This is an optimization exercise on Yosys and OpenROAD, whose aim is small area, not a production implementation.
In this exercise RTL edits were held to simulation tests only and were not proved equivalent to the original.
The clock input has no modelled driver; a real chip could not lean on it and would need a root buffer or a full tree.
Power figures rest on the tool's default switching activity, not on a simulated workload.

red:
==> flow/design.v <==
module TinyMIPS(
    input wire clk,
    input wire rst,
    input wire [15:0] data_fromRAM,
    output wire wrEn,
    output wire [7:0] addr_toRAM,
    output wire [15:0] data_toRAM
);
    localparam S_WAIT = 3'd0, S_PCUP = 3'd1, S_LDR = 3'd2, S_STW = 3'd3,
               S_EX = 3'd4, S_LDW = 3'd5, S_LDX = 3'd6, S_STX = 3'd7;
    reg [3:0] ph;       
    reg [2:0] st;
    reg [2:0] k;        
    reg [7:0] AR;       
    reg [15:0] T;       
    reg [2:0] Ah;       
    reg c1, c2;         
    reg tdel;           
    reg d0, d1;         
    reg n0b;            
    reg fz;             
    reg fl;             
    reg sp;             
    reg [15:0] R [0:7];
    wire [15:0] I = data_fromRAM;
    wire [3:0] op = I[15:12];
    wire [2:0] fB = I[8:6];
    wire [2:0] fC = I[5:3];
    wire g1   = ~st[2];
    wire ex   = (st == S_EX);
    wire pcup = (st == S_PCUP);
    wire wait0= (st == S_WAIT);
    wire ldw  = (st == S_LDW);
    wire ldr  = (st == S_LDR);
    wire stw  = (st == S_STW);
    wire exch = st[2] & st[1];
    wire swst = st[1] & st[0];
    wire oADD = ex & (op == 4'd0);
    wire oADDI= ex & (op == 4'd1);
    wire oMUL = ex & (op == 4'd2);
    wire oSRL = ex & (op == 4'd3);
    wire oLD  = ex & (op == 4'd4);
    wire oST  = ex & (op == 4'd5);
    wire oCP  = ex & (op == 4'd6);
    wire oCPI = ex & (op == 4'd7);
    wire oBR  = ex & (op[3:2] == 2'b10) & (op[1:0] != 2'b11);
    wire oHLT = ex & ((op[3:2] == 2'b11) | (op == 4'd11));
    wire t0 = (ph == 4'd0);
    wire t15 = (ph == 4'd15);
    wire k0 = (k == 3'd0);
    wire k7 = (k == 3'd7);
    wire useA = oBR | oST | swst | (oMUL & ~k0);
    wire [2:0] selP = useA ? Ah : fB;
    wire useC = oADD | oSRL | oMUL;
    wire [2:0] selQ = useC ? fC : fB;
    wire P = R[selP][0];
    wire Q = R[selQ][0];
    wire dm = I[ph];
    wire sx6 = (ph >= 4'd5) ? I[5] : dm;
    wire zx6 = (ph < 4'd6) & dm;
    wire zx9 = (ph < 4'd9) & dm;
    wire mcopy = (oMUL & k0) | (oSRL & ~sp);
    wire Tm = mcopy ? P : T[0];
    reg tap;
    always @* begin
        case (k)
            3'd0: tap = T[2];
            3'd1: tap = T[4];
            3'd2: tap = T[6];
            3'd3: tap = T[8];
            3'd4: tap = T[10];
            3'd5: tap = T[12];
            3'd6: tap = T[14];
            default: tap = Tm;
        endcase
    end
    wire D = Q;
    wire n0 = ~n0b;
    wire nz = k7 & n0b;
    wire sv = ~fz & oSRL;
    wire cap0v = oMUL ? D : (sv & fl & ~n0);
    wire cap1v = oMUL ? D : (sv & fl &  n0);
    wire pre0 = sv & ~fl & ~n0;
    wire pre1 = sv & ~fl &  n0;
    wire kmatch = (ph[3:1] == ~k);
    wire d0n = (kmatch & ~ph[0]) ? cap0v : t0 ? pre0 : d0;
    wire d1n = (kmatch &  ph[0]) ? cap1v : t0 ? pre1 : d1;
    wire term0 = d0n & tap;
    wire term1 = d1n & tdel;
    wire ldst = oLD | oST;
    wire a1 = ((oADD | oADDI | oBR | oCP | (oMUL & ~k0 & ~kmatch)) & P) | ((ldst | (oMUL & k0 & ~kmatch)) & Q) | ((exch | pcup) & AR[0]);
    wire b1 = (oADD & Q) | (oBR & ~Q) | (oADDI & sx6) | (ldst & zx6) | (oCPI & zx9) |
              ((ldw | ldr) & dm) | ((oMUL | oSRL) & term0) | (pcup & fl & T[0]);
    wire ci1 = t0 ? (oBR | (pcup & ~fl)) : c1;
    wire s1 = a1 ^ b1 ^ ci1;
    wire co1 = (a1 & b1) | (ci1 & (a1 ^ b1));
    wire ci2 = ~t0 & c2;
    wire s2 = s1 ^ term1 ^ ci2;
    wire co2 = (s1 & term1) | (ci2 & (s1 ^ term1));
    wire Tin = mcopy ? P : (ldst | exch) ? s1 : oBR ? sx6 : T[0];
    wire swap = oST | swst;
    wire wen = oADD | oADDI | oCP | oCPI | oMUL | (oSRL & sp) | ldw | (ldr & t0);
    wire wdat = swap ? R[0][0] : s2;
    integer i;
    always @(posedge clk) begin
        R[0] <= {swap ? P : (wen & (Ah == 3'd0)) ? wdat : R[0][0], R[0][15:1]};
        for (i = 1; i < 8; i = i + 1)
            R[i] <= {((wen | swap) & (Ah == i[2:0])) ? wdat : R[i][0], R[i][15:1]};
        T <= {Tin, T[15:1]};
        c1 <= co1 | (ldst & (ph == 4'd7));    
        c2 <= co2;
        tdel <= tap;
        d0 <= d0n;
        d1 <= d1n;
        if (oBR | srl0) fz <= (~t0 & fz) | (oBR ? (P ^ Q) : (Q & (ph[3] | (ph[2] & (ph[1] | ~ph[0])))));
        if (srl0 & (ph == 4'd5)) fl <= Q | nz;
        else if (ex & t15 & ~srl0) fl <= oBR & cond;
        if (g1) sp <= 1'b0;
        else if (ex & t15) sp <= srl0;
        if (t15 & g1) Ah <= I[11:9];
        if (arsh) AR <= {arin, AR[7:1]};
        if (g1) k <= 3'd0;
        else if (kshift) {k, n0b} <= {~Q, k};
        else if (kadd) k <= oMUL ? ky : ~ky;
    end
    wire srl0 = oSRL & ~sp;
    wire kshift = srl0 & (ph < 4'd4);
    wire kadd = (srl0 & ~(Q | nz) & (ph == 4'd5)) | (oMUL & t15);
    wire [2:0] ky = k + {2'b00, oMUL | n0b};
    wire ne_all = fz | (P ^ Q);
    wire cond = (op[1:0] == 2'd0) ? ~ne_all : (op[1:0] == 2'd1) ? ~co1 : (co1 & ne_all);
    wire arsh = (g1 & ~ph[3]) | exch;
    wire arin = pcup ? s1 : ~wait0 & T[8];
    always @(posedge clk or posedge rst) begin
        if (rst) begin
            ph <= 4'd0;
            st <= S_WAIT;
        end else begin
            ph <= ph + 4'd1;
            if (ph == 4'd7 && oLD) st <= S_LDX;
            if (ph == 4'd7 && oST) st <= S_STX;
            if (t15) begin
                case (st)
                    S_EX: if (~oHLT & ~(oMUL & ~k7) & ~(oSRL & ~sp)) st <= S_PCUP;
                    S_LDX: st <= S_LDW;
                    S_STX: st <= S_STW;
                    S_LDW: st <= S_LDR;
                    default: st <= S_EX;
                endcase
            end
        end
    end
    assign addr_toRAM = AR;
    assign wrEn = stw & t0;
    assign data_toRAM = R[0];
endmodule
export LEC_CHECK = 0
export CAP_MARGIN = 20
export CORE_MARGIN = 2
export CORE_UTILIZATION = 40
export PLACE_DENSITY = 0.8
export SLEW_MARGIN = 20
create_clock -name core_clock -period 10.0 [get_ports {clk}]
standard.sh (not shown) runs the stock make flow with config.mk's settings and CLKGATE_MAP_FILE= SYNTH_SCRIPT=/design/flow/synth_recipe.tcl, a recipe that flattens the netlist after the stock synthesis.
==> flow/flow/run.sh <==
#!/bin/bash
# The standard ORFS layout (standard.sh) with three changes:
#  - synthesis maps logic with an area-oriented ABC script (flow/synth_area.tcl,
#    flow/area.abc); registers are mapped before ABC, exactly as in the
#    standard synthesis;
#  - ports are buffered with the smallest buffer (buf_1);
#  - the clock tree is a small two-level inverter tree built by
#    flow/cts_manual.tcl in place of TritonCTS (sourced through PRE_CTS_TCL,
#    so the rest of ORFS's CTS step - legalisation, timing repair - still runs).
# Each make step's full output is in orfs/logs; make's own output is in
# standard_sh.log.
set -euo pipefail
here=$(pwd)
export FLOW_SYNTH_TCL="$here/synth_recipe.tcl"
export AREA_ABC_SCRIPT="$here/flow/area.abc"
export BUFFER_PORTS_ARGS="-buffer_cell sky130_fd_sc_hd__buf_1"
export PRE_CTS_TCL="$here/flow/cts_manual.tcl"
sed "s#SYNTH_SCRIPT=[^ ]*#SYNTH_SCRIPT=$here/flow/synth_area.tcl#" standard.sh > standard_area.sh
grep -q "SYNTH_SCRIPT=$here/flow/synth_area.tcl" standard_area.sh
bash standard_area.sh > standard_sh.log 2>&1
==> flow/flow/cts_manual.tcl <==
# Sourced by ORFS's cts.tcl before CTS (PRE_CTS_TCL).  Replaces TritonCTS with a
# small two-level inverter tree: the clock port drives nroot root inverters, each
# root drives nleaf/nroot leaf inverters, and each leaf drives one compact group
# of flip-flops (groups of equal size, from recursive bisection of the placed
# flip-flops).  Two inversions keep the clock polarity, and every flip-flop is
# two inverters from the clock port.  A leaf whose flip-flops would see a clock
# edge slower than slew_limit (estimated from the placement) gets a bigger
# inverter.  ORFS's cts.tcl then legalises the placement and repairs timing as
# usual.
rename clock_tree_synthesis tritoncts_unused
proc bisect {pts parts} {
  if {$parts <= 1} { return [list $pts] }
  set xs {}; set ys {}
  foreach p $pts { lappend xs [lindex $p 0]; lappend ys [lindex $p 1] }
  set xs [lsort -integer $xs]; set ys [lsort -integer $ys]
  set w [expr {[lindex $xs end] - [lindex $xs 0]}]
  set h [expr {[lindex $ys end] - [lindex $ys 0]}]
  set idx [expr {$w >= $h ? 0 : 1}]
  set pts [lsort -integer -index $idx $pts]
  set a [expr {$parts / 2}]
  set cut [expr {([llength $pts] * $a) / $parts}]
  return [concat [bisect [lrange $pts 0 [expr {$cut - 1}]] $a] \
                 [bisect [lrange $pts $cut end] [expr {$parts - $a}]]]
}
proc clock_tree_synthesis {args} {
  set nroot 2
  set nleaf 6
  set root_cell sky130_fd_sc_hd__inv_8
  set leaf_cell sky130_fd_sc_hd__inv_12
  set big_leaf_cell sky130_fd_sc_hd__inv_16
  set slew_limit 0.100
  set db [ord::get_db]
  set block [ord::get_db_block]
  set clk_port_net [$block findNet clk]
  set sinks {}
  foreach it [$clk_port_net getITerms] {
    set inst [$it getInst]
    set xy [$inst getLocation]
    lappend sinks [list [lindex $xy 0] [lindex $xy 1] $it]
  }
  set n [llength $sinks]
  puts "manual CTS: $n sinks, $nroot roots, $nleaf leaves"
  # recursive bisection by count, always across the longer side of the
  # group's bounding box, so that the groups come out compact
  set per_root [expr {$nleaf / $nroot}]
  set groups {}
  foreach half [bisect $sinks $nroot] {
    lappend groups [bisect $half $per_root]
  }
  set rm [$db findMaster $root_cell]
  set lm [$db findMaster $leaf_cell]
  for {set r 0} {$r < $nroot} {incr r} {
    set rnet [odb::dbNet_create $block "clknet_root_$r"]
    $rnet setSigType CLOCK
    set rinst [odb::dbInst_create $block $rm "clkinv_root_$r"]
    [$rinst findITerm A] connect $clk_port_net
    [$rinst findITerm Y] connect $rnet
    set rx 0; set ry 0; set rc 0
    set l 0
    foreach grp [lindex $groups $r] {
      set lnet [odb::dbNet_create $block "clknet_leaf_${r}_$l"]
      $lnet setSigType CLOCK
      set linst [odb::dbInst_create $block $lm "clkinv_leaf_${r}_$l"]
      [$linst findITerm A] connect $rnet
      [$linst findITerm Y] connect $lnet
      set sx 0; set sy 0
      set x0 1e9; set y0 1e9; set x1 -1e9; set y1 -1e9
      foreach s $grp {
        set it [lindex $s 2]
        $it disconnect
        $it connect $lnet
        set px [lindex $s 0]; set py [lindex $s 1]
        incr sx $px; incr sy $py
        set x0 [expr {min($x0, $px)}]; set x1 [expr {max($x1, $px)}]
        set y0 [expr {min($y0, $py)}]; set y1 [expr {max($y1, $py)}]
      }
      set k [llength $grp]
      set cx [expr {$sx / $k}]; set cy [expr {$sy / $k}]
      $linst setLocation $cx $cy
      $linst setPlacementStatus PLACED
      incr rx $cx; incr ry $cy; incr rc
      puts "  leaf ${r}_$l: $k sinks at $cx $cy, box [expr {($x1 - $x0) / 1000.0}] x [expr {($y1 - $y0) / 1000.0}] um"
      incr l
    }
    $rinst setLocation [expr {$rx / $rc}] [expr {$ry / $rc}]
    $rinst setPlacementStatus PLACED
  }
  set_propagated_clock [all_clocks]
  # a leaf whose flip-flop clock pins see a slow edge (estimated from the
  # placement) gets the stronger inverter
  estimate_parasitics -placement
  foreach net [get_nets clknet_leaf_*] {
    set worst 0
    foreach pin [get_pins -of_objects $net -filter "direction==input"] {
      set sl [get_property $pin slew_max]
      if {$sl > $worst} { set worst $sl }
    }
    set name [get_full_name $net]
    set inst [$block findInst [string map {clknet_leaf_ clkinv_leaf_} $name]]
    if {$worst > $slew_limit} {
      $inst swapMaster [$db findMaster $big_leaf_cell]
    }
    puts "  $name: estimated slew [format %.3f $worst] ns, [[$inst getMaster] getName]"
  }
}
Other scripts of this flow, unchanged in this note and not shown: flow/flow/area.abc, flow/flow/synth_area.tcl
red finished all stages; the layout is clean.
Changes in blue relative to red:
Settings: PLACE_DENSITY no longer set, was 0.8.
--- a/flow/flow/cts_manual.tcl
+++ b/flow/flow/cts_manual.tcl
@@ -1,10 +1,5 @@
 # Sourced by ORFS's cts.tcl before CTS (PRE_CTS_TCL).  Replaces TritonCTS with a
-# small two-level inverter tree: the clock port drives nroot root inverters, each
-# root drives nleaf/nroot leaf inverters, and each leaf drives one compact group
-# of flip-flops (groups of equal size, from recursive bisection of the placed
-# flip-flops).  Two inversions keep the clock polarity, and every flip-flop is
-# two inverters from the clock port.  A leaf whose flip-flops would see a clock
-# edge slower than slew_limit (estimated from the placement) gets a bigger
-# inverter.  ORFS's cts.tcl then legalises the placement and repairs timing as
-# usual.
+# small two-level inverter tree: the clock port drives NROOT root inverters, each
+# root drives NLEAF/NROOT leaf inverters, and each leaf drives one compact group
+# of flip-flops.  Two inversions keep the clock polarity.
 rename clock_tree_synthesis tritoncts_unused
@@ -26,7 +21,6 @@
   set nroot 2
-  set nleaf 6
-  set root_cell sky130_fd_sc_hd__inv_8
-  set leaf_cell sky130_fd_sc_hd__inv_12
-  set big_leaf_cell sky130_fd_sc_hd__inv_16
-  set slew_limit 0.100
+  set nleaf 8
+  set root_cell sky130_fd_sc_hd__inv_12
+  set leaf_cell sky130_fd_sc_hd__inv_8
+  set big_leaf_cell sky130_fd_sc_hd__inv_12
   set db [ord::get_db]
@@ -77,2 +71,6 @@
       set k [llength $grp]
+      # a group spread over a large box has long wires: give it a stronger driver
+      if {($x1 - $x0) + ($y1 - $y0) > 60000} {
+        $linst swapMaster [$db findMaster $big_leaf_cell]
+      }
       set cx [expr {$sx / $k}]; set cy [expr {$sy / $k}]
@@ -81,3 +79,3 @@
       incr rx $cx; incr ry $cy; incr rc
-      puts "  leaf ${r}_$l: $k sinks at $cx $cy, box [expr {($x1 - $x0) / 1000.0}] x [expr {($y1 - $y0) / 1000.0}] um"
+      puts "  leaf ${r}_$l: $k sinks at $cx $cy, box [expr {($x1 - $x0) / 1000.0}] x [expr {($y1 - $y0) / 1000.0}] um, [[$linst getMaster] getName]"
       incr l
@@ -88,18 +86,2 @@
   set_propagated_clock [all_clocks]
-  # a leaf whose flip-flop clock pins see a slow edge (estimated from the
-  # placement) gets the stronger inverter
-  estimate_parasitics -placement
-  foreach net [get_nets clknet_leaf_*] {
-    set worst 0
-    foreach pin [get_pins -of_objects $net -filter "direction==input"] {
-      set sl [get_property $pin slew_max]
-      if {$sl > $worst} { set worst $sl }
-    }
-    set name [get_full_name $net]
-    set inst [$block findInst [string map {clknet_leaf_ clkinv_leaf_} $name]]
-    if {$worst > $slew_limit} {
-      $inst swapMaster [$db findMaster $big_leaf_cell]
-    }
-    puts "  $name: estimated slew [format %.3f $worst] ns, [[$inst getMaster] getName]"
-  }
 }
The part of the total power dissipated in combinational logic was comparable across blue and red.
Number of nets in the finished design on blue is up relative to red.
Looking at total power, blue sits 15 uW higher than red does.
In the flow results for blue and red, the setup slack is larger on blue.
From red to blue, peak fanout along the critical path did not move at all.
Relative to red, met2 layer wire length in the routed design has gone up in blue.
Taking red as the reference, in blue final critical-path share of the clock period now smaller, portion of total power attributed to the clock network now larger, worst hold slack now smaller, minimum clock period after layout now smaller.
When blue is measured against red, its utilization after layout turns out 0.22 points higher.
Inputs modified between blue and green:
Settings: an added PLACE_DENSITY of 0.8; a change of CORE_UTILIZATION from 40 to 60.
--- a/flow/flow/cts_manual.tcl
+++ b/flow/flow/cts_manual.tcl
@@ -1,5 +1,10 @@
 # Sourced by ORFS's cts.tcl before CTS (PRE_CTS_TCL).  Replaces TritonCTS with a
-# small two-level inverter tree: the clock port drives NROOT root inverters, each
-# root drives NLEAF/NROOT leaf inverters, and each leaf drives one compact group
-# of flip-flops.  Two inversions keep the clock polarity.
+# small two-level inverter tree: the clock port drives nroot root inverters, each
+# root drives nleaf/nroot leaf inverters, and each leaf drives one compact group
+# of flip-flops (groups of equal size, from recursive bisection of the placed
+# flip-flops).  Two inversions keep the clock polarity, and every flip-flop is
+# two inverters from the clock port.  A leaf whose flip-flops would see a clock
+# edge slower than slew_limit (estimated from the placement) gets a bigger
+# inverter.  ORFS's cts.tcl then legalises the placement and repairs timing as
+# usual.
 rename clock_tree_synthesis tritoncts_unused
@@ -21,6 +26,7 @@
   set nroot 2
-  set nleaf 8
-  set root_cell sky130_fd_sc_hd__inv_12
-  set leaf_cell sky130_fd_sc_hd__inv_8
-  set big_leaf_cell sky130_fd_sc_hd__inv_12
+  set nleaf 6
+  set root_cell sky130_fd_sc_hd__inv_8
+  set leaf_cell sky130_fd_sc_hd__inv_12
+  set big_leaf_cell sky130_fd_sc_hd__inv_16
+  set slew_limit 0.100
   set db [ord::get_db]
@@ -71,6 +77,2 @@
       set k [llength $grp]
-      # a group spread over a large box has long wires: give it a stronger driver
-      if {($x1 - $x0) + ($y1 - $y0) > 60000} {
-        $linst swapMaster [$db findMaster $big_leaf_cell]
-      }
       set cx [expr {$sx / $k}]; set cy [expr {$sy / $k}]
@@ -79,3 +81,3 @@
       incr rx $cx; incr ry $cy; incr rc
-      puts "  leaf ${r}_$l: $k sinks at $cx $cy, box [expr {($x1 - $x0) / 1000.0}] x [expr {($y1 - $y0) / 1000.0}] um, [[$linst getMaster] getName]"
+      puts "  leaf ${r}_$l: $k sinks at $cx $cy, box [expr {($x1 - $x0) / 1000.0}] x [expr {($y1 - $y0) / 1000.0}] um"
       incr l
@@ -86,2 +88,18 @@
   set_propagated_clock [all_clocks]
+  # a leaf whose flip-flop clock pins see a slow edge (estimated from the
+  # placement) gets the stronger inverter
+  estimate_parasitics -placement
+  foreach net [get_nets clknet_leaf_*] {
+    set worst 0
+    foreach pin [get_pins -of_objects $net -filter "direction==input"] {
+      set sl [get_property $pin slew_max]
+      if {$sl > $worst} { set worst $sl }
+    }
+    set name [get_full_name $net]
+    set inst [$block findInst [string map {clknet_leaf_ clkinv_leaf_} $name]]
+    if {$worst > $slew_limit} {
+      $inst swapMaster [$db findMaster $big_leaf_cell]
+    }
+    puts "  $name: estimated slew [format %.3f $worst] ns, [[$inst getMaster] getName]"
+  }
 }
Findings:
- Re maximum single-stage delay on the critical path: blue and green aren't equal, and the lower value belongs to blue.
- Number of well-tap cells placed (green vs. blue) decreases by more than a quarter
- Cell at the slowest stage of the critical path: sky130_fd_sc_hd__o21ai_0 -> green, sky130_fd_sc_hd__mux4_2 -> blue
- The critical path capture point comes out R[4][15]$_DFF_P_ in one run and R[5][15]$_DFF_P_ in the other, namely in green and blue respectively.
- Worst path arrival time on green is up relative to blue.
- Cmp blue and green / length of routed met2 wiring / lower: blue
- Clock latency on the worst-skew pair: green vs blue, no meaningful difference
- When green is set beside blue, its post-layout instance area turns out to be 100 sq um smaller.
- Diff green..blue | multi-input logic area | unchanged
- green went all the way through synthesis, placement and routing and the layout is clean on timing, DRC and antenna.
- As of green, via count had risen by a few percent compared to blue.
- Re part of the total power dissipated in the clock network: blue and green aren't equal, and the higher value belongs to blue.
- Worst path required time | green above blue
- Compared with blue, green shows routability congestion estimate from global placement higher by 0.038.
Input changes introduced in orange (baseline for comparison: green):
Settings: removing PLACE_DENSITY (formerly 0.8); changing CORE_UTILIZATION from 60 to 40.
--- a/flow/flow/cts_manual.tcl
+++ b/flow/flow/cts_manual.tcl
@@ -1,10 +1,5 @@
 # Sourced by ORFS's cts.tcl before CTS (PRE_CTS_TCL).  Replaces TritonCTS with a
-# small two-level inverter tree: the clock port drives nroot root inverters, each
-# root drives nleaf/nroot leaf inverters, and each leaf drives one compact group
-# of flip-flops (groups of equal size, from recursive bisection of the placed
-# flip-flops).  Two inversions keep the clock polarity, and every flip-flop is
-# two inverters from the clock port.  A leaf whose flip-flops would see a clock
-# edge slower than slew_limit (estimated from the placement) gets a bigger
-# inverter.  ORFS's cts.tcl then legalises the placement and repairs timing as
-# usual.
+# small two-level inverter tree: the clock port drives NROOT root inverters, each
+# root drives NLEAF/NROOT leaf inverters, and each leaf drives one compact group
+# of flip-flops.  Two inversions keep the clock polarity.
 rename clock_tree_synthesis tritoncts_unused
Notes after the runs:
orange: no failed stages, no open violations at the end
orange vs. green: register-to-register slack went up by 430 ps.
Compared with green, orange shows a lower slew at the pin closest to its max-slew limit.
Per the comparison of orange with green, portion of total power attributed to the clock network neither gained nor lost much, wire length on met2 has decreased, overall power of the completed layout down about 0.54%, number of global-route vias before repair went down 206.
Across both runs, worst hold slack after final layout was lower for orange than for green.
In every run of this note, the design's own scripts or RTL, not TritonCTS, make the clock network.

==> afterwards: timing with drivers on the ports <==
No port has a modelled driver above. Below, the same layouts with a new extraction and two added sets of constraints.
Step 1 (the two cells are an assumption about what drives the block):
set clk [get_ports {clk}]
set_driving_cell -lib_cell sky130_fd_sc_hd__clkbuf_16 $clk
set_driving_cell -lib_cell sky130_fd_sc_hd__buf_2 [delete_from_list [all_inputs] $clk]
Step 2 times the ports against the registers' clock, not the clock port: input delays grow and output delays shrink by t, the midpoint of the rising clock arrivals with the driver on.
a / b / c = ideal ports / drivers / drivers and shift; a / b = the first two.
run	t, ns	setup slack, ns	clock arrival spread, ns
red	0.224	2.843 / 2.881 / 2.657	0.007 / 0.008
blue	0.225	2.993 / 3.053 / 2.828	0.021 / 0.021
green	0.226	2.624 / 2.669 / 2.443	0.009 / 0.010
orange	0.228	2.971 / 3.020 / 2.793	0.012 / 0.011
After both steps setup and hold are still met in every run listed. The setup slack of red, which loses most, moves by +0.038 ns with the drivers and by -0.186 ns with both steps.
